Background: an optimization exercise with open tools, aiming at small area and a short achievable clock period. Do not read the settings as production practice.
RTL that was checked went through simulation tests only; none was proved equivalent to the original.
No functional check of the RTL was part of run 6.
Power is estimated from default activity; no workload was simulated.

==> design.v <==
`timescale 1ns / 1ps
module Label_Gen (
    input  logic [15:0] pixel,
    output logic [ 2:0] label_data
);
    logic n20, n21, n22, n23, n24, n25, n26, n27, n28, n29, n30, n31, n32, n33, n34, n35, n36, n37, n38, n39, n40, n41, n42, n43, n44, n45, n46, n47, n48, n49, n50, n51, n52, n53, n54, n55, n56, n57, n58, n59, n60, n61, n62, n63, n64, n65, n66, n67, n68, n69, n70, n71, n72, n73, n74, n76, n77, n78, n79, n80, n81, n82, n83, n84, n85, n86, n87, n88, n89, n90, n91, n92, n93, n94, n95, n96, n97, n98, n99, n100, n101, n102, n103, n104, n105, n106, n107, n108, n109, n110, n111, n112, n113, n114, n115, n116, n117, n118, n119, n120, n121, n122, n123, n124, n125, n126, n127, n128, n129, n130, n131, n132, n133, n134, n135, n136, n137, n138, n139, n140, n141, n142, n143, n144, n145, n146, n147, n148, n149, n150, n151, n152, n153, n154, n155, n156, n157, n158, n159, n160, n161, n162, n163, n164, n165, n166, n167, n168, n169, n170, n171, n172, n173, n174, n175, n176, n177, n178, n179, n180, n181, n182, n183, n184, n185, n186, n187, n188, n189, n190, n191, n192, n193, n194, n195, n196, n197, n198, n199, n200, n201, n202, n203, n204, n205, n206, n207, n209, n210, n211, n212, n213, n214;
    assign n20 = pixel[13] & pixel[12];
    assign n21 = pixel[7] & pixel[6];
    assign n22 = ~pixel[7] & ~pixel[6];
    assign n23 = ~n21 & ~n22;
    assign n24 = ~pixel[2] & pixel[0];
    assign n25 = ~n23 & ~n24;
    assign n26 = pixel[1] & ~n25;
    assign n27 = ~pixel[1] & ~pixel[0];
    assign n28 = pixel[2] & n27;
    assign n29 = ~n26 & ~n28;
    assign n30 = ~n20 & ~n29;
    assign n31 = ~pixel[8] & ~pixel[7];
    assign n32 = ~pixel[13] & ~pixel[12];
    assign n33 = n31 & n32;
    assign n34 = ~n30 & ~n33;
    assign n35 = pixel[5] & ~pixel[0];
    assign n36 = pixel[1] & ~n35;
    assign n37 = ~n27 & ~n36;
    assign n38 = pixel[6] & ~n37;
    assign n39 = pixel[5] & ~pixel[2];
    assign n40 = ~pixel[1] & n39;
    assign n41 = pixel[11] & pixel[5];
    assign n42 = ~pixel[14] & ~n41;
    assign n43 = ~n40 & n42;
    assign n44 = ~n38 & n43;
    assign n45 = ~pixel[7] & ~n44;
    assign n46 = ~pixel[8] & ~pixel[6];
    assign n47 = ~pixel[13] & ~pixel[11];
    assign n48 = ~n46 & ~n47;
    assign n49 = pixel[11] & ~pixel[0];
    assign n50 = ~pixel[2] & ~pixel[0];
    assign n51 = ~n41 & ~n50;
    assign n52 = ~n49 & ~n51;
    assign n53 = ~n48 & ~n52;
    assign n54 = ~pixel[11] & pixel[0];
    assign n55 = ~pixel[12] & pixel[1];
    assign n56 = ~n54 & n55;
    assign n57 = ~pixel[10] & ~n56;
    assign n58 = ~n53 & n57;
    assign n59 = ~n45 & n58;
    assign n60 = ~n34 & n59;
    assign n61 = ~pixel[6] & ~pixel[5];
    assign n62 = pixel[8] & ~n61;
    assign n63 = pixel[7] & n62;
    assign n64 = ~pixel[9] & ~n63;
    assign n65 = ~n60 & n64;
    assign n66 = pixel[2] & pixel[1];
    assign n67 = pixel[0] & n66;
    assign n68 = pixel[3] & n67;
    assign n69 = pixel[11] & n20;
    assign n70 = pixel[14] & n69;
    assign n71 = ~n68 & ~n70;
    assign n72 = ~pixel[15] & n71;
    assign n73 = ~n65 & n72;
    assign n74 = pixel[10] & ~pixel[4];
    assign label_data[2] = n73 & n74;
    assign n76 = ~pixel[9] & ~pixel[8];
    assign n77 = pixel[6] & ~pixel[0];
    assign n78 = n76 & ~n77;
    assign n79 = pixel[3] & ~n78;
    assign n80 = ~pixel[5] & n22;
    assign n81 = pixel[9] & ~n80;
    assign n82 = ~pixel[14] & pixel[1];
    assign n83 = ~n81 & n82;
    assign n84 = ~pixel[2] & ~n83;
    assign n85 = pixel[9] & pixel[7];
    assign n86 = n27 & n85;
    assign n87 = pixel[8] & n21;
    assign n88 = ~n31 & ~n87;
    assign n89 = ~n69 & n88;
    assign n90 = n50 & ~n89;
    assign n91 = ~n86 & ~n90;
    assign n92 = ~n84 & n91;
    assign n93 = ~n79 & ~n92;
    assign n94 = pixel[1] & n54;
    assign n95 = ~pixel[3] & ~n94;
    assign n96 = ~pixel[11] & pixel[6];
    assign n97 = ~pixel[9] & ~n96;
    assign n98 = ~pixel[12] & ~n97;
    assign n99 = ~n95 & n98;
    assign n100 = pixel[14] & pixel[13];
    assign n101 = ~n99 & n100;
    assign n102 = pixel[3] & pixel[2];
    assign n103 = ~n77 & n102;
    assign n104 = ~n31 & ~n103;
    assign n105 = ~pixel[9] & ~n104;
    assign n106 = pixel[8] & n22;
    assign n107 = ~pixel[2] & ~n106;
    assign n108 = pixel[3] & pixel[1];
    assign n109 = ~n107 & n108;
    assign n110 = ~n105 & ~n109;
    assign n111 = ~n101 & n110;
    assign n112 = n31 & n61;
    assign n113 = pixel[9] & pixel[3];
    assign n114 = ~n112 & n113;
    assign n115 = ~n111 & ~n114;
    assign n116 = ~pixel[2] & n27;
    assign n117 = ~pixel[12] & n47;
    assign n118 = ~n116 & ~n117;
    assign n119 = n21 & ~n118;
    assign n120 = pixel[3] & ~n119;
    assign n121 = pixel[8] & n81;
    assign n122 = pixel[6] & pixel[5];
    assign n123 = ~pixel[7] & ~n122;
    assign n124 = pixel[0] & n123;
    assign n125 = n121 & ~n124;
    assign n126 = ~n120 & n125;
    assign n127 = pixel[9] & ~n20;
    assign n128 = ~n121 & ~n127;
    assign n129 = n69 & n123;
    assign n130 = ~pixel[12] & pixel[11];
    assign n131 = n46 & n130;
    assign n132 = ~pixel[14] & ~n31;
    assign n133 = ~n131 & n132;
    assign n134 = ~n129 & n133;
    assign n135 = ~n128 & n134;
    assign n136 = pixel[14] & pixel[12];
    assign n137 = ~n54 & n136;
    assign n138 = pixel[9] & ~n31;
    assign n139 = ~n46 & n138;
    assign n140 = ~n137 & ~n139;
    assign n141 = ~pixel[3] & ~n66;
    assign n142 = ~n140 & n141;
    assign n143 = n32 & n76;
    assign n144 = ~n122 & n143;
    assign n145 = pixel[4] & ~n144;
    assign n146 = ~n142 & n145;
    assign n147 = ~n135 & n146;
    assign n148 = ~n126 & n147;
    assign n149 = ~n115 & n148;
    assign n150 = ~n93 & n149;
    assign n151 = ~n73 & ~n150;
    assign n152 = pixel[8] & pixel[7];
    assign n153 = ~pixel[9] & ~n152;
    assign n154 = pixel[8] & n47;
    assign n155 = n122 & n154;
    assign n156 = pixel[14] & ~n155;
    assign n157 = pixel[2] & ~pixel[1];
    assign n158 = ~n156 & ~n157;
    assign n159 = ~n62 & n130;
    assign n160 = ~n158 & n159;
    assign n161 = ~n32 & n156;
    assign n162 = ~n67 & ~n69;
    assign n163 = n46 & ~n162;
    assign n164 = pixel[8] & ~pixel[2];
    assign n165 = ~pixel[6] & pixel[0];
    assign n166 = n164 & ~n165;
    assign n167 = ~n36 & n166;
    assign n168 = pixel[3] & ~n40;
    assign n169 = ~n167 & n168;
    assign n170 = ~n163 & ~n169;
    assign n171 = ~n161 & n170;
    assign n172 = ~n160 & n171;
    assign n173 = n153 & ~n172;
    assign n174 = pixel[5] & n164;
    assign n175 = ~pixel[4] & n153;
    assign n176 = ~n174 & n175;
    assign n177 = ~pixel[10] & ~n176;
    assign n178 = n31 & ~n122;
    assign n179 = n118 & ~n178;
    assign n180 = ~n71 & ~n179;
    assign n181 = ~n177 & ~n180;
    assign n182 = ~n173 & n181;
    assign n183 = ~n151 & n182;
    assign n184 = ~n67 & n88;
    assign n185 = n47 & ~n184;
    assign n186 = n27 & n69;
    assign n187 = ~pixel[3] & ~n32;
    assign n188 = ~n49 & n55;
    assign n189 = pixel[13] & ~pixel[2];
    assign n190 = ~n188 & n189;
    assign n191 = ~n187 & ~n190;
    assign n192 = ~pixel[3] & ~pixel[2];
    assign n193 = ~n31 & ~n157;
    assign n194 = ~pixel[11] & pixel[7];
    assign n195 = pixel[13] & ~pixel[8];
    assign n196 = ~n194 & n195;
    assign n197 = ~n193 & ~n196;
    assign n198 = ~n192 & ~n197;
    assign n199 = ~n20 & ~n112;
    assign n200 = ~n63 & n199;
    assign n201 = ~n198 & n200;
    assign n202 = ~n191 & ~n201;
    assign n203 = ~n186 & ~n202;
    assign n204 = ~n185 & ~n203;
    assign n205 = ~pixel[14] & ~n204;
    assign n206 = pixel[15] & ~n205;
    assign n207 = pixel[4] & ~n206;
    assign label_data[1] = ~n183 | n207;
    assign n209 = ~n27 & n102;
    assign n210 = pixel[14] & ~pixel[10];
    assign n211 = ~pixel[4] & n210;
    assign n212 = ~n209 & n211;
    assign n213 = ~n121 & n212;
    assign n214 = ~n183 & ~n213;
    assign label_data[0] = n206 & ~n214;
endmodule
`timescale 1ns / 1ps
module cam_pixel_labeler (
    input  logic        clk,
    input  logic        reset,
    input  logic        href,
    input  logic        vsync,
    input  logic [ 7:0] ov7670_data,
    output logic        we,
    output logic [16:0] wAddr,
    output logic [ 2:0] label_data,
    output logic        camera_dp_en,
    output logic        v_finish_camera,
    output logic [ 9:0] x_pixel_camera,
    output logic [ 9:0] y_pixel_camera
);
    logic [9:0] h_counter;
    logic [9:0] v_counter;
    logic       v_sync_flag;
    logic [7:0] hi_byte;
    logic [2:0] label_next;
    logic [9:0] h_next, v_next;
    logic [9:0] h_carry, v_carry;
    logic       line_end;
    logic [10:0] addr_hi, addr_sum;
    logic [11:0] addr_carry;
    assign x_pixel_camera = h_counter[9:1];
    assign y_pixel_camera = v_counter;
    assign camera_dp_en = ~(h_counter[9] & (h_counter[8] | h_counter[7])) &
                          ~(v_counter[9] | v_counter[8] | (&v_counter[7:4]));
    logic [10:0] op_a, op_b, cs_sum, cs_carry;
    assign op_a = {1'b0, v_counter};
    assign op_b = {v_counter[8:0], h_counter[8:7]};
    assign cs_sum   = op_a ^ op_b ^ {8'd0, h_counter[9], 2'b00};
    assign cs_carry = (op_a & op_b) | ((op_a ^ op_b) & {8'd0, h_counter[9], 2'b00});
    assign addr_hi  = cs_sum;
    assign addr_carry[0] = 1'b0;
    for (genvar i = 0; i < 11; i++) begin : g_addr
        logic y;
        if (i == 0) assign y = 1'b0;
        else        assign y = cs_carry[i-1];
        assign addr_sum[i]     = addr_hi[i] ^ y ^ addr_carry[i];
        assign addr_carry[i+1] = (addr_hi[i] & y) | (addr_carry[i] & (addr_hi[i] ^ y));
    end
    assign wAddr[5:0]  = h_counter[6:1];
    assign wAddr[16:6] = addr_sum;
    assign h_carry[0] = 1'b1;
    assign v_carry[0] = line_end;
    for (genvar i = 1; i < 10; i++) begin : g_carry
        assign h_carry[i] = h_carry[i-1] & h_counter[i-1];
        assign v_carry[i] = v_carry[i-1] & v_counter[i-1];
    end
    assign line_end = (h_counter == 10'd639);
    assign h_next = {10{href}} & (h_counter ^ h_carry);
    assign v_next = {10{~vsync}} & (v_counter ^ v_carry);
    always_ff @(posedge clk, posedge reset) begin
        if (reset) begin
            h_counter       <= 0;
            v_counter       <= 0;
            we              <= 1'b0;
            v_sync_flag     <= 1'b0;
            v_finish_camera <= 1'b0;
        end else begin
            h_counter       <= h_next;
            v_counter       <= v_next;
            we              <= href & h_counter[0];
            v_sync_flag     <= vsync;
            v_finish_camera <= vsync & ~v_sync_flag;
        end
    end
    always_ff @(posedge clk) begin
        hi_byte    <= ov7670_data;
        label_data <= label_next;
    end
    Label_Gen U_Label_Gen (
        .pixel     ({hi_byte, ov7670_data}),
        .label_data(label_next)
    );
endmodule
==> flow/run.sh <==
#!/bin/bash
# Layout flow: the standard synthesis, then the combinational logic between the
# registers is re-synthesised for area with ABC (registers, their names and cell types
# untouched, equivalence checked), then the standard layout from that netlist, with
# the port buffers made from the smallest buffer cell and a small clock tree.
set -euo pipefail
WORK=$PWD
FLOW=$WORK/flow
RES=$WORK/orfs/results/$FLOW_PLATFORM/cam_pixel_labeler/base
YOSYS=$(command -v yosys || echo "$FLOW_HOME/../tools/install/yosys/bin/yosys")
export LIBERTY=$FLOW_HOME/platforms/sky130hd/lib/sky130_fd_sc_hd__tt_025C_1v80.lib
export FLOWDIR=$FLOW

bash standard.sh synth > 1_standard_synth.log 2>&1
cp "$RES/1_2_yosys.v" std_synth.v

NET=std_synth.v
if "$YOSYS" -c "$FLOW/reopt.tcl" > 2_reopt.log 2>&1 && [[ -s reopt.v ]]; then
  if "$YOSYS" -c "$FLOW/equiv.tcl" > 3_equiv.log 2>&1; then
    NET=reopt.v
  fi
fi
echo "netlist used: $NET" > netlist_choice.txt

bash standard.sh clean_synth > 4_clean_synth.log 2>&1
bash standard.sh "SYNTH_NETLIST_FILES=$WORK/$NET" \
  "BUFFER_PORTS_ARGS=-buffer_cell sky130_fd_sc_hd__buf_1" \
  "CTS_ARGS=-sink_clustering_enable -repair_clock_nets -dont_use_dummy_load -sink_clustering_size 40 -sink_clustering_max_diameter 300 -buf_list sky130_fd_sc_hd__clkbuf_8 -root_buf sky130_fd_sc_hd__clkbuf_8" \
  finish > 5_layout.log 2>&1
==> flow/area.abc <==
strash
&get -n
&deepsyn -T 20 -S 1
&put
dch -f
amap
topo
==> flow/equiv.tcl <==
yosys -import
read_liberty -ignore_miss_func $::env(LIBERTY)
read_verilog std_synth.v
yosys rename cam_pixel_labeler gold
read_verilog reopt.v
yosys rename cam_pixel_labeler gate
flatten gold gate
opt_clean
async2sync
equiv_make gold gate eq
hierarchy -top eq
equiv_simple -seq 2
equiv_induct
equiv_status -assert
==> flow/reopt.tcl <==
yosys -import
set lib $::env(LIBERTY)
set flow $::env(FLOWDIR)
read_liberty -ignore_miss_func $lib
read_verilog std_synth.v
hierarchy -top cam_pixel_labeler
# registers and tie cells stay as they are; everything else becomes plain gates
setattr -mod -set keep_hierarchy 1 sky130_fd_sc_hd__df*
setattr -mod -set keep_hierarchy 1 sky130_fd_sc_hd__conb_1
# full-adder cells from the adder mapping are kept too
setattr -mod -set keep_hierarchy 1 sky130_fd_sc_hd__fa_*
flatten
opt_clean
abc -script $flow/area.abc -liberty $lib -dont_use sky130_fd_sc_hd__lpflow_bleeder_1 -dont_use sky130_fd_sc_hd__lpflow_clkbufkapwr_1 -dont_use sky130_fd_sc_hd__lpflow_clkbufkapwr_16 -dont_use sky130_fd_sc_hd__lpflow_clkbufkapwr_2 -dont_use sky130_fd_sc_hd__lpflow_clkbufkapwr_4 -dont_use sky130_fd_sc_hd__lpflow_clkbufkapwr_8 -dont_use sky130_fd_sc_hd__lpflow_clkinvkapwr_1 -dont_use sky130_fd_sc_hd__lpflow_clkinvkapwr_16 -dont_use sky130_fd_sc_hd__lpflow_clkinvkapwr_2 -dont_use sky130_fd_sc_hd__lpflow_clkinvkapwr_4 -dont_use sky130_fd_sc_hd__lpflow_clkinvkapwr_8 -dont_use sky130_fd_sc_hd__lpflow_decapkapwr_12 -dont_use sky130_fd_sc_hd__lpflow_decapkapwr_3 -dont_use sky130_fd_sc_hd__lpflow_decapkapwr_4 -dont_use sky130_fd_sc_hd__lpflow_decapkapwr_6 -dont_use sky130_fd_sc_hd__lpflow_decapkapwr_8 -dont_use sky130_fd_sc_hd__lpflow_inputiso0n_1 -dont_use sky130_fd_sc_hd__lpflow_inputiso0p_1 -dont_use sky130_fd_sc_hd__lpflow_inputiso1n_1 -dont_use sky130_fd_sc_hd__lpflow_inputiso1p_1 -dont_use sky130_fd_sc_hd__lpflow_inputisolatch_1 -dont_use sky130_fd_sc_hd__lpflow_isobufsrc_1 -dont_use sky130_fd_sc_hd__lpflow_isobufsrc_16 -dont_use sky130_fd_sc_hd__lpflow_isobufsrc_2 -dont_use sky130_fd_sc_hd__lpflow_isobufsrc_4 -dont_use sky130_fd_sc_hd__lpflow_isobufsrc_8 -dont_use sky130_fd_sc_hd__lpflow_isobufsrckapwr_16 -dont_use sky130_fd_sc_hd__lpflow_lsbuf_lh_hl_isowell_tap_1 -dont_use sky130_fd_sc_hd__lpflow_lsbuf_lh_hl_isowell_tap_2 -dont_use sky130_fd_sc_hd__lpflow_lsbuf_lh_hl_isowell_tap_4 -dont_use sky130_fd_sc_hd__lpflow_lsbuf_lh_isowell_4 -dont_use sky130_fd_sc_hd__lpflow_lsbuf_lh_isowell_tap_1 -dont_use sky130_fd_sc_hd__lpflow_lsbuf_lh_isowell_tap_2 -dont_use sky130_fd_sc_hd__lpflow_lsbuf_lh_isowell_tap_4 -dont_use sky130_fd_sc_hd__probe_p_8 -dont_use sky130_fd_sc_hd__probec_p_8 
opt_clean -purge
hilomap -singleton -hicell sky130_fd_sc_hd__conb_1 HI -locell sky130_fd_sc_hd__conb_1 LO
select cam_pixel_labeler
write_verilog -noattr -selected reopt.v
==> standard.sh <==
#!/bin/bash
# synth_recipe.tcl (not shown) runs the flow's synth.tcl, then flattens the netlist and writes it again
# the make line also repeats each setting of config.mk as NAME=value (left out here)
make -C /OpenROAD-flow-scripts/flow DESIGN_CONFIG=/design/flow/config.mk WORK_HOME=/design/flow/orfs CLKGATE_MAP_FILE= SYNTH_SCRIPT=/design/flow/synth_recipe.tcl "${@:-finish}"
==> config.mk <==
export PLATFORM = sky130hd
export DESIGN_NAME = cam_pixel_labeler
export DESIGN_NICKNAME = cam_pixel_labeler
export VERILOG_FILES = /design/flow/design.v
export SDC_FILE = /design/flow/constraint.sdc
export NUM_CORES = 4
export LEC_CHECK = 0
export CAP_MARGIN = 20
export CORE_MARGIN = 2
export CORE_UTILIZATION = 40
export SLEW_MARGIN = 20
==> constraint.sdc <==
create_clock -name core_clock -period 150.0 [get_ports {clk}]
set_input_delay 30.0000 -clock core_clock [delete_from_list [all_inputs] [get_ports {clk}]]
set_output_delay 30.0000 -clock core_clock [all_outputs]
set_load 0.01 [all_outputs]
==> run_results.csv, run 1 <==
group,metric,value,unit
global_routing,overflow,0,
sta,hold_slack,0.395,ns
worst_setup_path,critPathRequiredTime,120.00,ns
sta,finalHoldViolCount,0,
place,placed_area,2360,sq um
clock_tree,cts_buffers,5,
place,place_inst,392,
die,start_util,41.0,%
clock_tree,cts_resized,0,
clock_tree,postCtsSetupBuffers,0,
route,vias_per_cell,5.30,
worst_setup_path,reg2reg_to,"v_counter[9]",
sta,tightest_slew,0.810,ns
route,drtIter0Drc,142,
sta,worst_slack,115.40,ns
die,die-area,5770,sq um
global_routing,grt_usage,18.7,%
global_routing,grt_pass1_vias,1946,
synth,syn_area,2070,sq um
sta,max-slew-margin-rel,45.7,%
pwr,p_per_area,7.36,nW/um^2
clock_tree,htreeDepth,2,
place,dp_slack,115.69,ns
worst_setup_path,worstSetupEndpointType,"primary output",
sta,fin_crit_sh,23.1,%
die,rows,26,
clock_tree,cts.clk_slew.worst_paths,0.07,ns
die,die_h,75.9,microns
synth,syn_avg_cell_area,7.69,sq um
clock_tree,cts-root-buf,"clkbuf_8",
synth,syn-num-nets,290,
worst_setup_path,cp_max_fo,7,
sta,fmax,28.9,MHz
worst_hold_path,min-delay-start,"v_sync_flag",
synth,yosysWarnings,0,
finish,fin_nets,350,
die,core-area,5040,sq um
worst_setup_path,r2r_slack,146.72,ns
worst_setup_path,timing.critical_path.from_type,"flop",
worst_setup_path,reg2regPathDepth,16,
pwr,finalPower,0.0178,mW
global_routing,grt_first_pass_wirelength,8780,microns
finish,postLayoutCellArea,2420,sq um
global_routing,antenna_found_initial,0,
clock_tree,insertion_delay,0.28,ns
clock_tree,clock_path_buffers,2,
worst_hold_path,hp-class,"reg -> reg",
pwr,ir_worst_vdd,3.93,uV
finish,n_antenna_cell,0,
worst_setup_path,crit_type,"reg -> out",
die,pin_count,55,
place,gp_congestion,0.924,
sta,setup_viol,0,
global_routing,grt_max_degree,24,
sta,finalSetupTns,0,ns
route,wl,5080,microns
worst_setup_path,cp.arrival,4.60,ns
route,vias,2106,
synth,synth_cells,269,
finish,postLayoutCoreUtil,48.1,%
place,dp_hpwl,3990,microns
sta,slew_violations,0,
pwr,p_leak,0.888,nW
route,dr.pass1.iters,5,
worst_hold_path,whs_endpoint,"v_finish_camera",
route,wl_per_cell,12.8,microns
worst_setup_path,rr_startpoint,"h_counter[0]",
clock_tree,cts_num_sinks,34,
clock_tree,tritoncts,"built",
sta,fin_crit,34.60,ns
route,drc_errors,0,
clock_tree,cts_hold_buffers,0,
place,portBuffers,53,
finish,syn_to_final_growth,17.2,%
sta,rsz0062_at_grt,"no",
die,die_x,75.9,microns
finish,finalNonFillerCells,397,
sta,finalClockSkew,0.0142,ns
job,maxCapViolCount,0,
worst_hold_path,whs_path_depth,1,
worst_setup_path,worstSetupStartpoint,"v_counter[0]",
status,outcome,"timing/DRC/antenna clean",
finish,drive_gt1_share,1.53,%
route,postRouteAntennaNets,0,
[power by group]
part,internal [mW],switching [mW]
clock,0.00298,0.00285
combinational,0.000738,0.00164
sequential,0.00938,0.000252
total,0.0131,0.00474
[final cells by class]
| class | count | area (sq um) |
|---|---|---|
| well taps | 70 | 87.6 |
| repair buffers | 53 | 199 |
| clock buffers | 5 | 68.8 |
| inverters | 38 | 143 |
| fillers | 518 | 2620 |
| multi-input cells | 197 | 1130 |
| flip-flops and latches | 34 | 796 |
[critical path, cell delays in order, from the launching register on]
cell and delay [ns]:
dfrtp_1 0.46, fa_1 0.57, fa_1 0.20, fa_1 0.17
clkinv_1 0.07, fa_1 0.38, fa_1 0.39, fa_1 0.39
fa_1 0.39, fa_1 0.39, fa_1 0.39, a21oi_1 0.19
nor2_1 0.06, a21oi_1 0.11, buf_1 0.16
[placed cells by master, fill, tap and decap left out, drive strengths merged]
master    n
a21oi    20
nor2b     2
nor4      4
a211oi    6
buf      53
o21a      4
conb      1
dfrtp    23
a2111o    1
a21boi    1
clkbuf    5
a2111oi   2
o22a      1
or3       1
nor3     12
a31oi     7
clkinv   38
a32oi     1
nor2     55
dfxtp    11
and3      4
o31ai     1
nand3     3
o21ai    24
fa        9
o2111ai   2
a221oi    1
a22oi     2
and2      3
o32ai     3
o211ai    1
o31a      1
nand2    25
[routing by layer]
layer,up-vias,part of all wire [%],global-route usage [%]
met5,-,0,0
met4,0,3.8,9.45
met3,24,6.3,3.81
met2,101,47,30.5
met1,930,43,23.6
li1,1051,-,-
[flip-flops by register name, indices dropped and copies added, names as in the netlist]
register         flops
h_counter           10
v_counter           10
hi_byte              8
label_data           3
v_finish_camera      1
v_sync_flag          1
we                   1
[how the worst max path moves through the flow]
stage                endpoint  slack (ns)  depth (start not counted)
global route        wAddr[16]      115.15                         14
finish              wAddr[16]      115.40                         14
detailed placement  wAddr[16]      115.69                         14
global placement    wAddr[16]      115.76                         14
CTS                 wAddr[16]      115.38                         14
floorplan           wAddr[16]      115.88                         13
==> run 2: changes to the inputs <==
--- a/flow/run.sh
+++ b/flow/run.sh
@@ -26,4 +26,4 @@
 bash standard.sh "SYNTH_NETLIST_FILES=$WORK/$NET" \
   "BUFFER_PORTS_ARGS=-buffer_cell sky130_fd_sc_hd__buf_1" \
-  "CTS_ARGS=-sink_clustering_enable -repair_clock_nets -dont_use_dummy_load -sink_clustering_size 40 -sink_clustering_max_diameter 300 -buf_list sky130_fd_sc_hd__clkbuf_8 -root_buf sky130_fd_sc_hd__clkbuf_8" \
+  "CTS_ARGS=-sink_clustering_enable -repair_clock_nets -dont_use_dummy_load -buf_list sky130_fd_sc_hd__clkbuf_2 -root_buf sky130_fd_sc_hd__clkbuf_8" \
   finish > 5_layout.log 2>&1
==> run 2 against run 1 <==
Effect of this change:
- clock power is essentially flat
- fmax is the same
- synthesized area is the same
- largest cell class unchanged
- hold slack unchanged
- synthesized cell count is the same
- utilization did not move
- worst setup slack stayed put
==> run_results.csv, run 2 <==
group,metric,value,unit
status,outcome,"timing/DRC/antenna clean",
synth,synth_cells,269,
synth,yosysWarnings,0,
pwr,switching_power,0.00474,mW
sta,max-slew-margin-rel,45.7,%
finish,fill_cells,518,
finish,syn_to_final_growth,17.2,%
finish,fin_nets,350,
finish,postLayoutCoreUtil,48.1,%
sta,finalClockSkew,0.0142,ns
pwr,p_int,0.0131,mW
finish,final_common_cell,"nor2_1",
pwr,p_clk_share,32.7,%
sta,finalSetupTns,0,ns
synth,syn-num-nets,290,
pwr,p_comb_share,13.3,%
route,wl_per_cell,12.8,microns
clock_tree,cts.clk_slew.worst_paths,0.07,ns
global_routing,grt_first_pass_wirelength,8780,microns
pwr,seqPwrFrac,54.0,%
finish,reg.largest.list,"h_counter x10, v_counter x10, hi_byte x8",
job,maxCapViolCount,0,
place,portBuffers,53,
route,postRouteAntennaNets,0,
worst_setup_path,cp_max_fo,7,
route,drtIter0Drc,142,
die,pin_count,55,
die,die-area,5770,sq um
pwr,p_leak,0.888,nW
finish,drive_gt1_share,1.53,%
global_routing,grt_usage,18.7,%
worst_hold_path,hp-class,"reg -> reg",
place,dp_hpwl,3990,microns
die,core-area,5040,sq um
worst_setup_path,timing.critical_path.from_type,"flop",
clock_tree,cts_buffers,5,
pwr,p_per_area,7.36,nW/um^2
sta,fin_crit_sh,23.1,%
finish,n_antenna_cell,0,
pwr,switching_share,26.6,%
sta,fin_crit,34.60,ns
clock_tree,tritoncts,"built",
route,dr.pass1.iters,5,
die,die_h,75.9,microns
route,wl,5080,microns
clock_tree,insertion_delay,0.28,ns
sta,setup_viol,0,
clock_tree,cts-root-buf,"clkbuf_8",
clock_tree,cts_resized,0,
clock_tree,clock_path_buffers,2,
sta,fmax,28.9,MHz
synth,syn_avg_cell_area,7.69,sq um
finish,multi_input_area,1130,sq um
clock_tree,htreeDepth,2,
die,rows,26,
sta,slew_violations,0,
route,drc_errors,0,
finish,final_cell_mix,"55 x nor2_1, 53 x buf_1, 38 x clkinv_1",
route,vias,2106,
synth,syn_area,2070,sq um
route,vias_per_cell,5.30,
worst_setup_path,critPathRequiredTime,120.00,ns
worst_setup_path,worstSetupEndpointType,"primary output",
global_routing,grt_max_degree,24,
worst_setup_path,crit_type,"reg -> out",
sta,rsz0062_at_grt,"no",
clock_tree,cts_num_sinks,34,
global_routing,antenna_found_initial,0,
global_routing,grt_pass1_vias,1946,
place,gp_congestion,0.924,
die,start_util,41.0,%
sta,tightest_slew,0.810,ns
die,die_x,75.9,microns
pwr,ir_worst_vdd,3.93,uV
finish,register_area,796,sq um
clock_tree,postCtsSetupBuffers,0,
sta,finalHoldViolCount,0,
worst_setup_path,cp.arrival,4.60,ns
clock_tree,cts_hold_buffers,0,
global_routing,overflow,0,
==> run 2: area by class of cell <==
class / count / area share, %
well taps: 70 / 3.61
flip-flops and latches: 34 / 32.8
clock buffers: 5 / 2.84
repair buffers: 53 / 8.20
inverters: 38 / 5.88
multi-input cells: 197 / 46.6
==> run 2: worst paths after layout <==
kind,slack [ns],cells past startpoint,startpoint,end
max,115.40,14,v_counter[0],wAddr[16]
min,0.39,1,v_sync_flag,v_finish_camera
max reg2reg,146.72,16,h_counter[0],v_counter[9]
min reg2reg,0.39,1,v_sync_flag,v_finish_camera
max in group asynchronous,119.85,2,reset,v_counter[8]
min in group asynchronous,29.75,2,reset,h_counter[3]
==> run 2: through the flow <==
step	instances	total power, mW	instance area (sq um)	hold WS [ns]	worst slack [ns]
floorplan	269	0.0113	2070	0.373	115.88
global placement	392	0.0122	2360	0.394	115.76
detailed placement	392	0.0121	2360	0.391	115.69
CTS	397	0.0181	2420	0.400	115.38
global route	397	0.0190	2420	0.415	115.15
finish	397	0.0178	2420	0.395	115.40
==> run 2: metal layers <==
metal	part of all wire, %	vias to the layer above	global-route usage, %	wire, microns
met1	43	930	23.6	2170
met3	6.3	24	3.81	322
li1	-	1051	-	-
met5	0	-	0	0
met4	3.8	0	9.45	191
met2	47	101	30.5	2400
==> run 2: power by group through the flow <==
stage / Clock (mW) / Sequential [mW] / Combinational, mW
floorplan: 0 / 0.00981 / 0.00147
global placement: 0 / 0.00981 / 0.00241
detailed placement: 0 / 0.00980 / 0.00233
CTS: 0.00610 / 0.00963 / 0.00234
global route: 0.00665 / 0.00966 / 0.00265
finish: 0.00583 / 0.00963 / 0.00238
==> run 2: critical path, stage by stage (launching register included) <==
cell      delay, ns
dfrtp_1        0.46
fa_1           0.57
fa_1           0.20
fa_1           0.17
clkinv_1       0.07
fa_1           0.38
fa_1           0.39
fa_1           0.39
fa_1           0.39
fa_1           0.39
fa_1           0.39
a21oi_1        0.19
nor2_1         0.06
a21oi_1        0.11
buf_1          0.16
==> run 3: changes to the inputs <==
--- a/flow/run.sh
+++ b/flow/run.sh
@@ -26,4 +26,4 @@
 bash standard.sh "SYNTH_NETLIST_FILES=$WORK/$NET" \
   "BUFFER_PORTS_ARGS=-buffer_cell sky130_fd_sc_hd__buf_1" \
-  "CTS_ARGS=-sink_clustering_enable -repair_clock_nets -dont_use_dummy_load -buf_list sky130_fd_sc_hd__clkbuf_2 -root_buf sky130_fd_sc_hd__clkbuf_8" \
+  "CTS_ARGS=-sink_clustering_enable -repair_clock_nets -dont_use_dummy_load -buf_list sky130_fd_sc_hd__clkbuf_4 -root_buf sky130_fd_sc_hd__clkbuf_4" \
   finish > 5_layout.log 2>&1
==> run 3 against run 2 <==
Effect of this change:
- final cell count did not move
- sequential cell count did not move
- die area did not move
- combinational power barely moved
- synthesized cell count did not move
- clock power fell by 27%
- utilization fell by 0.62 points
- hold slack improved by 0.0042 ns
- largest cell class unchanged
- largest power group unchanged
==> run_results.csv, run 3 <==
group,metric,value,unit
place,gp_congestion,0.924,
pwr,p_per_area,6.79,nW/um^2
die,die_h,75.9,microns
route,drc_errors,0,
clock_tree,clock_path_buffers,2,
sta,worst_slack,115.34,ns
die,start_util,41.0,%
finish,postLayoutCoreUtil,47.5,%
pwr,switching_share,28.2,%
clock_tree,postCtsSetupBuffers,0,
worst_setup_path,timing.critical_path.from_type,"flop",
sta,finalHoldViolCount,0,
pwr,ir_worst_vdd,3.52,uV
route,wl,5090,microns
worst_setup_path,reg2regPathDepth,16,
clock_tree,cts_buffers,5,
clock_tree,cts_num_sinks,34,
pwr,switching_power,0.00458,mW
worst_setup_path,cp_max_fo,7,
place,portBuffers,53,
die,core-area,5040,sq um
finish,postLayoutCellArea,2390,sq um
die,die-area,5770,sq um
sta,fin_crit,34.66,ns
route,dr.pass1.iters,4,
global_routing,grt_pass1_vias,1926,
job,maxCapViolCount,0,
worst_setup_path,crit_top_cell,"fa_1",
die,pin_count,55,
clock_tree,insertion_delay,0.33,ns
place,dp_slack,115.69,ns
finish,fill_cells,521,
synth,syn_avg_cell_area,7.69,sq um
sta,max-slew-margin-rel,45.7,%
finish,final_common_cell,"nor2_1",
sta,tightest_slew,0.810,ns
sta,fmax,28.8,MHz
sta,finalClockSkew,0.0218,ns
worst_hold_path,whs_path_depth,1,
clock_tree,cts_hold_buffers,0,
worst_setup_path,slowest_stage,"fa_1",
finish,reg.largest.list,"h_counter x10, v_counter x10, hi_byte x8",
global_routing,grt_max_degree,24,
worst_setup_path,critPathMaxStageDelay,0.57,ns
clock_tree,cts.clk_slew.worst_paths,0.10,ns
pwr,p_comb_share,14.7,%
global_routing,overflow,0,
worst_setup_path,critPathRequiredTime,120.00,ns
clock_tree,tritoncts,"built",
die,rows,26,
worst_setup_path,worstSetupEndpointType,"primary output",
sta,setup_viol,0,
place,placed_area,2360,sq um
status,outcome,"timing/DRC/antenna clean",
pwr,p_clk_share,26.1,%
sta,fin_crit_sh,23.1,%
synth,syn-num-nets,290,
route,drtIter0Drc,130,
clock_tree,cts_resized,0,
synth,yosysWarnings,0,
clock_tree,cts-root-buf,"clkbuf_4",
route,wl_per_cell,12.8,microns
pwr,p_int,0.0117,mW
finish,drive_gt1_share,1.53,%
worst_setup_path,crit_chain,"fa_1 > fa_1 > fa_1 > clkinv_1 > fa_1 > fa_1 > fa_1 > fa_1 > fa_1 > fa_1 > a21oi_1 > nor2_1 > a21oi_1 > buf_1",
global_routing,grt_usage,18.6,%
synth,synth_cells,269,
sta,rsz0062_at_grt,"no",
die,die_x,75.9,microns
route,vias_per_cell,5.29,
global_routing,grt_first_pass_wirelength,8710,microns
finish,syn_to_final_growth,15.7,%
worst_setup_path,cp.arrival,4.66,ns
clock_tree,htreeDepth,2,
worst_hold_path,hp-class,"reg -> reg",
global_routing,antenna_found_initial,0,
pwr,p_leak,0.875,nW
finish,final_cell_mix,"55 x nor2_1, 53 x buf_1, 38 x clkinv_1",
place,dp_hpwl,3990,microns
sta,finalSetupTns,0,ns
worst_setup_path,crit_type,"reg -> out",
route,vias,2101,
finish,n_antenna_cell,0,
sta,hold_slack,0.399,ns
synth,syn_area,2070,sq um
sta,slew_violations,0,
pwr,seqPwrFrac,59.2,%
route,postRouteAntennaNets,0,
finish,fin_nets,350,
[run 3: cell count changes in the layout (fill, tap and decap cells not counted)]
cell      delta
clkbuf_8     -5
clkbuf_4     +5
[run 3: metal layers]
| metal | vias to the layer above | track usage, % | wire length (microns) |
|---|---|---|---|
| li1 | 1053 | - | - |
| met1 | 936 | 23.4 | 2240 |
| met2 | 92 | 29.9 | 2390 |
| met3 | 20 | 3.93 | 293 |
| met4 | 0 | 10.2 | 171 |
| met5 | - | 0 | 0 |
[run 3: per-stage QoR]
stage	std cells	power [mW]
after floorplan	269	0.0113
after detailed placement	392	0.0121
final	397	0.0163
after CTS	397	0.0165
after global placement	392	0.0122
after global routing	397	0.0174
[run 3: area by class of cell]
cell class                      count  area, sq um  area share (%)
Multi-Input combinational cell    197         1130            47.3
Sequential cell                    34          796            33.2
Timing Repair Buffer               53          199            8.31
Inverter                           38          143            5.96
Tap cell                           70         87.6            3.66
Clock buffer                        5         37.5            1.57
[run 3: final timing paths]
| path | start | to | slack [ns] |
|---|---|---|---|
| min in group asynchronous | reset | h_counter[3] | 29.69 |
| max | v_counter[0] | wAddr[16] | 115.34 |
| min | v_sync_flag | v_finish_camera | 0.40 |
| max in group asynchronous | reset | v_counter[8] | 119.91 |
| min reg2reg | v_sync_flag | v_finish_camera | 0.40 |
| max reg2reg | h_counter[0] | v_counter[9] | 146.73 |
[run 3: power by group through the flow]
stage	registers, mW	logic [mW]	clock network (mW)
floorplan	0.00981	0.00147	0
global route	0.00966	0.00265	0.00504
CTS	0.00962	0.00234	0.00452
global placement	0.00981	0.00241	0
detailed placement	0.00980	0.00233	0
finish	0.00962	0.00239	0.00424
[run 3: critical path, delay by kind of cell (launching register included)]
kind            cells  cell delay [ns]
flops               1             0.48
compound gates      2             0.30
buf+inv             2             0.23
fa+ha+maj           9             3.27
simple gates        1             0.06
==> run 4: changes to the inputs <==
--- a/flow/run.sh
+++ b/flow/run.sh
@@ -26,4 +26,4 @@
 bash standard.sh "SYNTH_NETLIST_FILES=$WORK/$NET" \
   "BUFFER_PORTS_ARGS=-buffer_cell sky130_fd_sc_hd__buf_1" \
-  "CTS_ARGS=-sink_clustering_enable -repair_clock_nets -dont_use_dummy_load -buf_list sky130_fd_sc_hd__clkbuf_4 -root_buf sky130_fd_sc_hd__clkbuf_4" \
+  "CTS_ARGS=-sink_clustering_enable -repair_clock_nets -dont_use_dummy_load -buf_list sky130_fd_sc_hd__clkbuf_2 -root_buf sky130_fd_sc_hd__clkbuf_4" \
   finish > 5_layout.log 2>&1
==> run 4 against run 3 <==
Effect of this change:
- clock-buffer cell count unchanged
- largest cell class unchanged
- via count is the same
- sequential power about the same
- critical endpoint unchanged
- design area did not move
- register-to-register slack is essentially flat
- utilization stayed put
- still clean
==> run_results.csv, run 4 <==
group,metric,value,unit
worst_setup_path,timing.critical_path.from_type,"flop",
worst_setup_path,critPathRequiredTime,120.00,ns
sta,fin_crit_sh,23.1,%
sta,finalClockSkew,0.0218,ns
die,core-area,5040,sq um
clock_tree,postCtsSetupBuffers,0,
worst_hold_path,hp-class,"reg -> reg",
synth,syn_area,2070,sq um
route,wl,5090,microns
worst_setup_path,crit_chain,"fa_1 > fa_1 > fa_1 > clkinv_1 > fa_1 > fa_1 > fa_1 > fa_1 > fa_1 > fa_1 > a21oi_1 > nor2_1 > a21oi_1 > buf_1",
finish,multi_input_area,1130,sq um
global_routing,overflow,0,
global_routing,grt_pass1_vias,1926,
route,wl_per_cell,12.8,microns
sta,max-slew-margin-rel,45.7,%
worst_setup_path,crit_type,"reg -> out",
place,place_inst,392,
finish,register_area,796,sq um
worst_setup_path,crit_buf_inv,2,
die,pin_count,55,
finish,final_cell_mix,"55 x nor2_1, 53 x buf_1, 38 x clkinv_1",
finish,fill_cells,521,
finish,final_common_cell,"nor2_1",
clock_tree,cts_buffers,5,
clock_tree,cts-root-buf,"clkbuf_4",
route,dr.pass1.iters,4,
synth,syn_avg_cell_area,7.69,sq um
sta,finalHoldViolCount,0,
finish,reg.largest.list,"h_counter x10, v_counter x10, hi_byte x8",
clock_tree,cts_hold_buffers,0,
finish,finalNonFillerCells,397,
worst_setup_path,path_delay_family,"adder cells",
global_routing,grt_first_pass_wirelength,8710,microns
clock_tree,tritoncts,"built",
sta,fmax,28.8,MHz
global_routing,grt_usage,18.6,%
place,portBuffers,53,
clock_tree,cts.clk_slew.worst_paths,0.10,ns
synth,synth_cells,269,
sta,fin_crit,34.66,ns
finish,n_antenna_cell,0,
clock_tree,clock_path_buffers,2,
pwr,finalPower,0.0163,mW
finish,syn_to_final_growth,15.7,%
worst_setup_path,crit_top_cell,"fa_1",
route,postRouteAntennaNets,0,
worst_setup_path,worstSetupEndpointType,"primary output",
synth,yosysWarnings,0,
die,die_h,75.9,microns
worst_setup_path,cp_max_fo,7,
route,vias_per_cell,5.29,
clock_tree,htreeDepth,2,
status,outcome,"timing/DRC/antenna clean",
sta,slew_violations,0,
clock_tree,cts_num_sinks,34,
clock_tree,cts_resized,0,
job,maxCapViolCount,0,
synth,syn-num-nets,290,
worst_setup_path,cp.arrival,4.66,ns
sta,setup_viol,0,
global_routing,grt_max_degree,24,
die,rows,26,
pwr,p_leak,0.875,nW
pwr,p_per_area,6.79,nW/um^2
place,gp_congestion,0.924,
clock_tree,insertion_delay,0.33,ns
route,drtIter0Drc,130,
die,die-area,5770,sq um
sta,finalSetupTns,0,ns
sta,rsz0062_at_grt,"no",
route,drc_errors,0,
die,die_x,75.9,microns
place,dp_hpwl,3990,microns
die,start_util,41.0,%
finish,drive_gt1_share,1.53,%
worst_setup_path,slowest_stage,"fa_1",
sta,tightest_slew,0.810,ns
finish,fin_nets,350,
pwr,ir_worst_vdd,3.52,uV
route,vias,2101,
global_routing,antenna_found_initial,0,
worst_setup_path,critPathMaxStageDelay,0.57,ns
==> run 4: routing by layer <==
| metal | routed length, microns | track usage (%) |
|---|---|---|
| met4 | 171 | 10.2 |
| met3 | 293 | 3.93 |
| met5 | 0 | 0 |
| met1 | 2240 | 23.4 |
| met2 | 2390 | 29.9 |
==> run 4: worst paths after layout <==
path                       depth (start not counted)  slack, ns               to          from
min reg2reg                                        1       0.40  v_finish_camera   v_sync_flag
min in group asynchronous                          2      29.69     h_counter[3]         reset
min                                                1       0.40  v_finish_camera   v_sync_flag
max                                               14     115.34        wAddr[16]  v_counter[0]
max reg2reg                                       16     146.73     v_counter[9]  h_counter[0]
max in group asynchronous                          2     119.91     v_counter[8]         reset
==> run 4: final cells by class <==
type,count,share of cell area (%)
Timing Repair Buffer,53,8.31
Clock buffer,5,1.57
Tap cell,70,3.66
Sequential cell,34,33.2
Inverter,38,5.96
Multi-Input combinational cell,197,47.3
==> run 4: power by group <==
part	total [mW]	leakage (nW)	internal [mW]	switching, mW
registers	0.00962	0.407	0.00936	0.000252
clock network	0.00424	0.0230	0.00157	0.00268
logic	0.00239	0.446	0.000739	0.00165
==> run 4: through the flow <==
stage	setup WS [ns]	instance area (sq um)	utilization (%)	hold slack, ns
final	115.34	2390	47.5	0.399
after floorplan	115.88	2070	-	0.373
after CTS	115.31	2390	47.5	0.404
after global placement	115.76	2360	46.7	0.394
after detailed placement	115.69	2360	46.7	0.391
after global routing	115.06	2390	47.5	0.420
==> run 5: changes to the inputs <==
--- a/flow/run.sh
+++ b/flow/run.sh
@@ -26,4 +26,4 @@
 bash standard.sh "SYNTH_NETLIST_FILES=$WORK/$NET" \
   "BUFFER_PORTS_ARGS=-buffer_cell sky130_fd_sc_hd__buf_1" \
-  "CTS_ARGS=-sink_clustering_enable -repair_clock_nets -dont_use_dummy_load -buf_list sky130_fd_sc_hd__clkbuf_2 -root_buf sky130_fd_sc_hd__clkbuf_4" \
+  "CTS_ARGS=-sink_clustering_enable -repair_clock_nets -dont_use_dummy_load -sink_clustering_size 50 -sink_clustering_max_diameter 500 -sink_clustering_levels 1 -buf_list sky130_fd_sc_hd__clkbuf_16 -root_buf sky130_fd_sc_hd__clkbuf_16" \
   finish > 5_layout.log 2>&1
==> run 5 against run 4 <==
Effect of this change:
- worst setup slack improved by 0.077 ns
- sequential cell count unchanged
- fmax increased by 0.22%
- power up 30%
- final cell count did not move
- sequential share of layout area down 1.2 points
- non-clock buffer count unchanged
- utilization is 1.7 points higher
- critical path depth did not move
- largest cell class unchanged
- highest routed layer unchanged
==> run_results.csv, run 5 <==
group,metric,value,unit
die,rows,26,
place,portBuffers,53,
sta,max-slew-margin-rel,45.3,%
clock_tree,cts_buffers,5,
global_routing,grt_first_pass_wirelength,8670,microns
global_routing,grt_pass1_vias,1921,
route,drtIter0Drc,119,
finish,fin_nets,350,
finish,syn_to_final_growth,19.9,%
synth,yosysWarnings,0,
clock_tree,insertion_delay,0.27,ns
finish,finalNonFillerCells,397,
die,die-area,5770,sq um
clock_tree,cts_hold_buffers,0,
clock_tree,postCtsSetupBuffers,0,
sta,rsz0062_at_grt,"no",
pwr,ir_worst_vdd,3.96,uV
sta,hold_slack,0.392,ns
sta,setup_viol,0,
place,dp_slack,115.69,ns
worst_setup_path,worstSetupEndpointType,"primary output",
place,gp_congestion,0.924,
pwr,p_leak,0.914,nW
finish,n_antenna_cell,0,
die,start_util,41.0,%
clock_tree,cts_resized,0,
finish,fill_cells,512,
worst_hold_path,hp-class,"reg -> reg",
die,die_x,75.9,microns
clock_tree,cts-root-buf,"clkbuf_16",
die,die_h,75.9,microns
pwr,p_per_area,8.49,nW/um^2
job,maxCapViolCount,0,
clock_tree,cts_num_sinks,34,
die,pin_count,55,
sta,tightest_slew,0.816,ns
sta,finalClockSkew,0.00991,ns
status,outcome,"timing/DRC/antenna clean",
sta,fin_crit_sh,23.1,%
die,core-area,5040,sq um
clock_tree,tritoncts,"built",
synth,syn_avg_cell_area,7.69,sq um
finish,multi_input_area,1130,sq um
worst_setup_path,timing.critical_path.from_type,"flop",
route,wl_per_cell,12.8,microns
clock_tree,htreeDepth,2,
synth,syn_area,2070,sq um
synth,syn-num-nets,290,
route,drc_errors,0,
finish,final_cell_mix,"55 x nor2_1, 53 x buf_1, 38 x clkinv_1",
worst_setup_path,cp_max_fo,7,
pwr,finalPower,0.0211,mW
route,postRouteAntennaNets,0,
worst_setup_path,critPathRequiredTime,120.00,ns
sta,worst_slack,115.41,ns
finish,drive_gt1_share,1.53,%
sta,finalHoldViolCount,0,
worst_setup_path,reg2regPathDepth,16,
worst_hold_path,whs_path_depth,1,
clock_tree,cts.clk_slew.worst_paths,0.05,ns
global_routing,overflow,0,
place,dp_hpwl,3990,microns
finish,register_area,796,sq um
sta,finalSetupTns,0,ns
route,wl,5090,microns
synth,synth_cells,269,
route,dr.pass1.iters,6,
worst_setup_path,crit_type,"reg -> out",
sta,slew_violations,0,
sta,fmax,28.9,MHz
global_routing,grt_usage,18.4,%
worst_setup_path,cp.arrival,4.59,ns
global_routing,grt_max_degree,24,
finish,final_common_cell,"nor2_1",
sta,fin_crit,34.59,ns
route,vias,2109,
global_routing,antenna_found_initial,0,
route,vias_per_cell,5.31,
clock_tree,clock_path_buffers,2,
place,place_inst,392,
finish,reg.largest.list,"h_counter x10, v_counter x10, hi_byte x8",
-- run 5: critical path: stages, from the launching register on --
cell,delay [ns]
dfrtp_1,0.46
fa_1,0.57
fa_1,0.20
fa_1,0.17
clkinv_1,0.07
fa_1,0.38
fa_1,0.39
fa_1,0.39
fa_1,0.39
fa_1,0.39
fa_1,0.39
a21oi_1,0.19
nor2_1,0.06
a21oi_1,0.11
buf_1,0.16
-- run 5: worst paths after layout --
| check | slack, ns | from | endpoint |
|---|---|---|---|
| max | 115.41 | v_counter[0] | wAddr[16] |
| max in group asynchronous | 119.84 | reset | v_counter[8] |
| max reg2reg | 146.77 | h_counter[0] | v_counter[9] |
| min | 0.39 | v_sync_flag | v_finish_camera |
| min in group asynchronous | 29.76 | reset | h_counter[5] |
| min reg2reg | 0.39 | v_sync_flag | v_finish_camera |
-- run 5: layout make-up --
class                      instances  share of cell area, %
clock buffer                       5                   5.04
multi-input combinational        197                   45.6
tap                               70                   3.53
sequential                        34                   32.1
timing repair buffer              53                   8.02
inverter                          38                   5.75
-- run 5: report_power, final --
group	switching [mW]	internal (mW)
logic	0.00165	0.000738
registers	0.000252	0.00940
clock network	0.00319	0.00584
-- run 5: layer usage --
layer	vias up	global-route usage, %	wire length [microns]
met3	23	3.81	329
li1	1052	-	-
met2	104	30.3	2370
met1	930	23.0	2200
met5	-	0	0
met4	0	9.45	193
-- run 5: metrics by stage --
| stage | instance area [sq um] | util [%] |
|---|---|---|
| floorplan | 2070 | - |
| global placement | 2360 | 46.7 |
| detailed placement | 2360 | 46.7 |
| CTS | 2480 | 49.2 |
| global route | 2480 | 49.2 |
| finish | 2480 | 49.2 |
==> run 6: changes to the inputs <==
--- a/design.v
+++ b/design.v
@@ -225,24 +225,10 @@
     logic [9:0] h_carry, v_carry;
     logic       line_end;
-    logic [10:0] addr_hi, addr_sum;
-    logic [11:0] addr_carry;
+    logic [10:0] addr_sum;
     assign x_pixel_camera = h_counter[9:1];
     assign y_pixel_camera = v_counter;
     assign camera_dp_en = ~(h_counter[9] & (h_counter[8] | h_counter[7])) &
                           ~(v_counter[9] | v_counter[8] | (&v_counter[7:4]));
-    logic [10:0] op_a, op_b, cs_sum, cs_carry;
-    assign op_a = {1'b0, v_counter};
-    assign op_b = {v_counter[8:0], h_counter[8:7]};
-    assign cs_sum   = op_a ^ op_b ^ {8'd0, h_counter[9], 2'b00};
-    assign cs_carry = (op_a & op_b) | ((op_a ^ op_b) & {8'd0, h_counter[9], 2'b00});
-    assign addr_hi  = cs_sum;
-    assign addr_carry[0] = 1'b0;
-    for (genvar i = 0; i < 11; i++) begin : g_addr
-        logic y;
-        if (i == 0) assign y = 1'b0;
-        else        assign y = cs_carry[i-1];
-        assign addr_sum[i]     = addr_hi[i] ^ y ^ addr_carry[i];
-        assign addr_carry[i+1] = (addr_hi[i] & y) | (addr_carry[i] & (addr_hi[i] ^ y));
-    end
+    assign addr_sum = {1'b0, v_counter} + {v_counter[8:0], 2'b00} + h_counter[9:7];
     assign wAddr[5:0]  = h_counter[6:1];
     assign wAddr[16:6] = addr_sum;
--- a/flow/run.sh
+++ b/flow/run.sh
@@ -3,5 +3,5 @@
 # registers is re-synthesised for area with ABC (registers, their names and cell types
 # untouched, equivalence checked), then the standard layout from that netlist, with
-# the port buffers made from the smallest buffer cell and a small clock tree.
+# the port buffers made from the smallest buffer cell.
 set -euo pipefail
 WORK=$PWD
@@ -25,5 +25,3 @@
 bash standard.sh clean_synth > 4_clean_synth.log 2>&1
 bash standard.sh "SYNTH_NETLIST_FILES=$WORK/$NET" \
-  "BUFFER_PORTS_ARGS=-buffer_cell sky130_fd_sc_hd__buf_1" \
-  "CTS_ARGS=-sink_clustering_enable -repair_clock_nets -dont_use_dummy_load -sink_clustering_size 50 -sink_clustering_max_diameter 500 -sink_clustering_levels 1 -buf_list sky130_fd_sc_hd__clkbuf_16 -root_buf sky130_fd_sc_hd__clkbuf_16" \
-  finish > 5_layout.log 2>&1
+  "BUFFER_PORTS_ARGS=-buffer_cell sky130_fd_sc_hd__buf_1" finish > 5_layout.log 2>&1
--- a/flow/reopt.tcl
+++ b/flow/reopt.tcl
@@ -8,6 +8,4 @@
 setattr -mod -set keep_hierarchy 1 sky130_fd_sc_hd__df*
 setattr -mod -set keep_hierarchy 1 sky130_fd_sc_hd__conb_1
-# full-adder cells from the adder mapping are kept too
-setattr -mod -set keep_hierarchy 1 sky130_fd_sc_hd__fa_*
 flatten
 opt_clean
==> run 6 against run 5 <==
Effect of this change:
- sequential cell count did not move
- sequential share of layout area is 0.43 points lower
- design area is 1.4% higher
- clock power shrank 9.7%
- non-clock buffer count unchanged
==> run_results.csv, run 6 <==
group,metric,value,unit
worst_setup_path,reg2reg_to,"label_data[2]",
worst_setup_path,rr_startpoint,"hi_byte[0]",
finish,syn_to_final_growth,18.7,%
clock_tree,cts_buffers,5,
sta,tightest_slew,0.794,ns
worst_setup_path,worstSetupStartpoint,"v_counter[0]",
clock_tree,cts_hold_buffers,0,
global_routing,grt_pass1_vias,2234,
clock_tree,htreeDepth,2,
route,vias_per_cell,5.50,
route,wl_per_cell,13.5,microns
finish,fin_nets,377,
die,pin_count,55,
clock_tree,cts.clk_slew.worst_paths,0.07,ns
die,start_util,41.5,%
clock_tree,insertion_delay,0.28,ns
place,gp_congestion,0.953,
synth,syn_avg_cell_area,6.95,sq um
sta,rsz0062_at_grt,"no",
status,outcome,"timing/DRC/antenna clean",
route,wl,5870,microns
worst_setup_path,cp_max_fo,5,
worst_setup_path,r2r_slack,147.32,ns
die,die_h,76.8,microns
clock_tree,postCtsSetupBuffers,0,
clock_tree,clock_path_buffers,2,
clock_tree,tritoncts,"built",
sta,finalHoldViolCount,0,
synth,synth_cells,305,
sta,slew_violations,0,
worst_setup_path,cp.arrival,3.96,ns
pwr,p_per_area,8.12,nW/um^2
clock_tree,cts_resized,0,
synth,yosysWarnings,0,
synth,syn-num-nets,317,
place,placed_area,2410,sq um
route,drtIter0Drc,149,
job,maxCapViolCount,0,
place,dp_hpwl,4550,microns
clock_tree,cts_num_sinks,34,
finish,postLayoutCoreUtil,49.2,%
route,drc_errors,0,
sta,finalClockSkew,0.00624,ns
die,die_x,76.8,microns
finish,n_antenna_cell,0,
finish,reg.largest.list,"h_counter x10, v_counter x10, hi_byte x8",
worst_hold_path,hp-class,"reg -> reg",
sta,setup_viol,0,
global_routing,grt_first_pass_wirelength,10100,microns
global_routing,grt_max_degree,24,
synth,syn_area,2120,sq um
sta,max-slew-margin-rel,46.8,%
route,postRouteAntennaNets,0,
pwr,ir_worst_vdd,4.14,uV
worst_setup_path,crit_type,"reg -> out",
global_routing,antenna_found_initial,0,
sta,fin_crit,33.96,ns
sta,fin_crit_sh,22.6,%
pwr,p_leak,0.933,nW
die,rows,26,
worst_setup_path,timing.critical_path.from_type,"flop",
route,vias,2396,
finish,final_cell_mix,"69 x nor2_1, 53 x buf_1, 46 x clkinv_1",
die,die-area,5900,sq um
finish,drive_gt1_share,2.19,%
global_routing,grt_usage,20.9,%
finish,postLayoutCellArea,2510,sq um
die,core-area,5110,sq um
worst_setup_path,crit_path_end,"wAddr[16]",
global_routing,overflow,0,
clock_tree,cts-root-buf,"clkbuf_8",
route,dr.pass1.iters,4,
place,portBuffers,53,
worst_setup_path,critPathRequiredTime,120.00,ns
sta,fmax,29.4,MHz
worst_setup_path,reg2regPathDepth,12,
sta,finalSetupTns,0,ns
finish,final_common_cell,"nor2_1",
worst_setup_path,worstSetupEndpointType,"primary output",
## run 6: cell count changes in the layout (fill, tap and decap cells not counted), moves of 3 or more
cell	before	now
o22ai_1	0	5
nand3_1	3	6
clkbuf_8	0	5
a221oi_1	1	5
clkinv_1	38	46
nor2_1	55	69
nor3_1	12	25
a22oi_1	2	6
fa_1	9	0
clkbuf_16	5	0
o21a_1	4	9
a21oi_1	20	15
## run 6: report_power, final
group	switching, mW	leakage, nW	internal [mW]
clock network	0.00326	0.0579	0.00489
registers	0.000243	0.407	0.00938
logic	0.00181	0.468	0.000840
total	0.00531	0.933	0.0151
## run 6: critical path, cell delays in order, from the launching register on
cell and delay [ns]:
dfrtp_1 0.39, clkinv_1 0.15, nor2_1 0.16, clkinv_1 0.09, nand2_1 0.07, nand2_1 0.08, nor3_1 0.23, clkinv_1 0.16
o21ai_0 0.13, nor2_1 0.09, nor3_1 0.20, o22ai_1 0.14, nand2_1 0.09, o21ai_0 0.12, o32ai_1 0.31, nor2_1 0.09
a22oi_1 0.24, a21oi_1 0.13, o21ai_0 0.25, nand2_1 0.10, o21ai_0 0.11, nor2_1 0.06, a21oi_1 0.11, buf_1 0.16
## run 6: area by class of cell
class | instances | area (sq um)
sequential | 34 | 796
fill | 544 | 2590
tap | 70 | 87.6
clock buffer | 5 | 68.8
timing repair buffer | 53 | 199
multi-input combinational | 225 | 1150
clock inverter | 3 | 40.0
inverter | 46 | 173
## run 6: worst min path at each step
stage	slack (ns)	cells after the start	to	startpoint
after floorplan	0.37	1	v_finish_camera	v_sync_flag
final	0.40	1	v_finish_camera	v_sync_flag
after global placement	0.38	1	v_finish_camera	v_sync_flag
after global routing	0.42	1	v_finish_camera	v_sync_flag
after CTS	0.39	1	v_finish_camera	v_sync_flag
after detailed placement	0.38	1	v_finish_camera	v_sync_flag
## run 6: metal layers
| layer | vias to the layer above | wire length, microns | global-route usage [%] |
|---|---|---|---|
| met1 | 1096 | 2610 | 26.0 |
| met4 | 0 | 173 | 11.6 |
| met2 | 96 | 2750 | 34.4 |
| li1 | 1187 | - | - |
| met5 | - | 0 | 0 |
| met3 | 17 | 339 | 3.53 |
## run 6: per-stage QoR
step	total power, mW	std cells	worst slack, ns	hold WS (ns)
global route	0.0214	436	115.43	0.421
global placement	0.0125	428	116.50	0.379
detailed placement	0.0124	428	116.36	0.380
floorplan	0.0114	305	116.72	0.373
finish	0.0204	436	116.04	0.395
CTS	0.0206	436	116.04	0.393

-- port drivers added, routing unchanged --
The flow's constraints put no driver on any port. The routed layouts listed below were extracted and timed again, unchanged, in two steps.
Step 1 sets driving cells, clkbuf_16 on the clock port and buf_2 on the other inputs (assumed; they add their load-dependent delay and slew).
Step 2 moves the port delays by t, midway between the first and last clock arrival at a register: inputs arrive t later, outputs are due t later. That takes back most of the time a late clock gives input paths.
Three values: ideal, step 1, step 2; two values: the first two.
run	shift t [ns]	setup slack, ns	worst setup path at the end
run 1	0.298	115.400 / 115.373 / 115.671	register to output
run 2	0.298	115.400 / 115.373 / 115.671	register to output
run 3	0.344	115.337 / 115.311 / 115.655	register to output
run 4	0.344	115.337 / 115.311 / 115.655	register to output
run 5	0.296	115.414 / 115.383 / 115.679	register to output
run 6	0.305	116.040 / 116.011 / 116.316	register to output
After both steps setup and hold are still met in every run listed.
